Context: an optimization exercise on an open-source flow, tuned for small area, a short achievable clock period and few clock cycles per item. The choices shown serve that exercise and are no tape-out recipe. Only simulation tests tie the RTL to the original design; equivalence was not proved.

Design tv_div, start of the top module:
module tv_div (
    input  logic        clk,
    input  logic        rst_n,
    input  logic        start,          
    input  logic        op_unsigned,    
    input  logic        op_rem,         
    input  logic [31:0] dividend,
    input  logic [31:0] divisor,
    output logic        busy,
    output logic        result_valid,
    output logic [31:0] result
);
==> module tv_div, before the edit <==
module tv_div (
    input  logic        clk,
    input  logic        rst_n,
    input  logic        start,          
    input  logic        op_unsigned,    
    input  logic        op_rem,         
    input  logic [31:0] dividend,
    input  logic [31:0] divisor,
    output logic        busy,
    output logic        result_valid,
    output logic [31:0] result
);
  localparam int M  = 2;            
  localparam int LM = $clog2(M);
  localparam int DW = 32 + M - 1;   
  localparam logic [1:0] S_IDLE = 2'd0, S_ALIGN = 2'd1, S_ITER = 2'd2, S_DONE = 2'd3;
  logic [1:0]    state;
  logic [31:0]   r, q;
  logic [DW-1:0] d;
  logic [4:0]    cnt;
  logic          rem, neg;
  function automatic logic [5:0] lzc32(input logic [31:0] x);
    lzc32 = 6'd32;
    for (int i = 0; i < 32; i++) if (x[i]) lzc32 = 6'(31 - i);
  endfunction
  wire align = (state == S_ALIGN);
  wire iter  = (state == S_ITER);
  logic [31:0]   rs   [0:M];
  logic [M-1:0]  g;
  logic [DW:0]   diff [0:M-1];
  logic [5:0]    lz_r, lz_d;
  logic [5:0]    sh;
  logic          dz, lt, same;
  assign lz_r = lzc32(r);
  assign lz_d = lzc32(d[31:0]);
  assign sh   = lz_d - lz_r;          
  assign dz   = lz_d[5];              
  assign same = (lz_r == lz_d);
  always_comb begin
    rs[0] = r;
    for (int j = 0; j < M; j++) begin
      diff[j] = {1'b0, {(DW - 32){1'b0}}, rs[j]} - {1'b0, (d >> j)};
      if (j == 0) g[M-1-j] = ~diff[j][DW] & (iter | (align & same));
      else        g[M-1-j] = ~diff[j][DW] & iter;
      rs[j+1] = g[M-1-j] ? diff[j][31:0] : rs[j];
    end
  end
  assign lt = diff[0][DW];            
  wire done0  = align & lt;           
  wire signed_op = ~op_unsigned;
  assign busy         = (state == S_ITER) | (align & ~lt);
  assign result_valid = (state == S_DONE) | done0;
  wire cap = start & ~busy;
  wire [31:0] abs_a = (signed_op & dividend[31]) ? 32'(-dividend) : dividend;
  wire [31:0] abs_b = (signed_op & divisor[31]) ? 32'(-divisor) : divisor;
  logic [5:0] sh_pad;
  assign sh_pad = sh | 6'(M - 1);
  always_ff @(posedge clk) begin
    if (!rst_n) state <= S_IDLE;
    else begin
      case (state)
        S_ALIGN: state <= lt ? (cap ? S_ALIGN : S_IDLE) : ((dz | same) ? S_DONE : S_ITER);
        S_ITER:  state <= (cnt == 5'd0) ? S_DONE : S_ITER;
        default: state <= cap ? S_ALIGN : S_IDLE;
      endcase
    end
  end
  always_ff @(posedge clk) begin
    cnt <= align ? 5'(sh_pad >> LM) : cnt - 5'd1;
    if (cap) begin
      r   <= abs_a;
      d   <= DW'(abs_b);
      rem <= op_rem;
      neg <= signed_op & (op_rem ? dividend[31] : (dividend[31] ^ divisor[31]));
    end else begin
      r <= rs[M];
      d <= align ? (DW'(d[31:0]) << sh_pad[4:0]) : (d >> M);
      if (align & dz & ~rem) neg <= 1'b0;
    end
    q <= align ? {{31{dz}}, dz | g[M-1]} : {q[31-M:0], g};
  end
  wire [31:0] x = rem ? r : (align ? 32'd0 : q);
  assign result = neg ? -x : x;
endmodule
Settings: LEC_CHECK=0, ABC_AREA=1, CAP_MARGIN=20, CORE_MARGIN=2, CORE_UTILIZATION=40, SETUP_SLACK_MARGIN=3.5, SLEW_MARGIN=20; clock period 7.5 ns.
run.sh (not shown) runs the stock make flow with config.mk's settings and CLKGATE_MAP_FILE= SYNTH_SCRIPT=/design/flow/synth_recipe.tcl, a recipe that flattens the netlist after the stock synthesis.
Testbench counts at the start, summed over its fixed seeds: cycles 10,373, divides 2,400.
Change:
--- a/flow/design.v
+++ b/flow/design.v
@@ -387,6 +387,35 @@
   logic          rem, neg;
   function automatic logic [5:0] lzc32(input logic [31:0] x);
-    lzc32 = 6'd32;
-    for (int i = 0; i < 32; i++) if (x[i]) lzc32 = 6'(31 - i);
+    logic [15:0] v1; logic [15:0] c1;
+    logic [7:0]  v2; logic [1:0] c2 [8];
+    logic [3:0]  v3; logic [2:0] c3 [4];
+    logic [1:0]  v4; logic [3:0] c4 [2];
+    logic [4:0]  c5;
+    for (int i = 0; i < 16; i++) begin
+      v1[i] = x[2*i+1] | x[2*i];
+      c1[i] = ~x[2*i+1];
+    end
+    for (int i = 0; i < 8; i++) begin
+      v2[i] = v1[2*i+1] | v1[2*i];
+      c2[i] = v1[2*i+1] ? {1'b0, c1[2*i+1]} : {1'b1, c1[2*i]};
+    end
+    for (int i = 0; i < 4; i++) begin
+      v3[i] = v2[2*i+1] | v2[2*i];
+      c3[i] = v2[2*i+1] ? {1'b0, c2[2*i+1]} : {1'b1, c2[2*i]};
+    end
+    for (int i = 0; i < 2; i++) begin
+      v4[i] = v3[2*i+1] | v3[2*i];
+      c4[i] = v3[2*i+1] ? {1'b0, c3[2*i+1]} : {1'b1, c3[2*i]};
+    end
+    c5 = v4[1] ? {1'b0, c4[1]} : {1'b1, c4[0]};
+    lzc32 = (v4[1] | v4[0]) ? {1'b0, c5} : 6'd32;
+  endfunction
+  function automatic logic [31:0] cneg32(input logic [31:0] x, input logic s);
+    logic [31:0] o [6];   
+    o[0] = x;
+    for (int k = 0; k < 5; k++)
+      for (int i = 0; i < 32; i++)
+        o[k+1][i] = ((i >> k) & 1) ? (o[k][i] | o[k][((i >> k) << k) - 1]) : o[k][i];
+    cneg32 = x ^ ({32{s}} & {o[5][30:0], 1'b0});
   endfunction
   wire align = (state == S_ALIGN);
@@ -418,6 +447,6 @@
   assign result_valid = (state == S_DONE) | done0;
   wire cap = start & ~busy;
-  wire [31:0] abs_a = (signed_op & dividend[31]) ? 32'(-dividend) : dividend;
-  wire [31:0] abs_b = (signed_op & divisor[31]) ? 32'(-divisor) : divisor;
+  wire [31:0] abs_a = cneg32(dividend, signed_op & dividend[31]);
+  wire [31:0] abs_b = cneg32(divisor, signed_op & divisor[31]);
   logic [5:0] sh_pad;
   assign sh_pad = sh | 6'(M - 1);
@@ -444,7 +473,8 @@
       if (align & dz & ~rem) neg <= 1'b0;
     end
-    q <= align ? {{31{dz}}, dz | g[M-1]} : {q[31-M:0], g};
+    if (cap) q <= 32'd0;
+    else     q <= {q[31-M:0], align ? {{(M-1){1'b0}}, g[M-1]} : g} | {32{align & dz}};
   end
-  wire [31:0] x = rem ? r : (align ? 32'd0 : q);
-  assign result = neg ? -x : x;
+  wire [31:0] x = rem ? r : q;
+  assign result = cneg32(x, neg);
 endmodule
The changed run finished clean.
Register-to-register slack is better by 1.2 ns.
Worst setup slack gains 1.2 ns.
Fmax grows by a quarter to a third.
Critical path depth decreases by 14.
Testbench counts after the change, summed over its fixed seeds: cycles 10,373, divides 2,400.

[static timing again, ports no longer ideal]
In the flow no input, the clock included, has a driving cell. The finished layouts below were timed again as built, in two steps.
Step 1: set_driving_cell puts a clkbuf_16 on clk and a buf_2 on each other input, an assumption about the parent block.
Step 2 times the ports against the registers' clock, not the clock port: input delays grow and output delays shrink by t, the midpoint of the rising clock arrivals with the driver on.
a / b / c = ideal ports / drivers / drivers and shift; a / b = the first two.
| run | t (ns) | slack for setup (ns) | worst setup path at the end |
|---|---|---|---|
| the first run | 0.410 | 1.725 / 1.725 / 1.725 | register to register |
| the second run | 0.440 | 2.901 / 2.901 / 2.901 | register to register |
After both steps setup and hold are still met in every run listed.
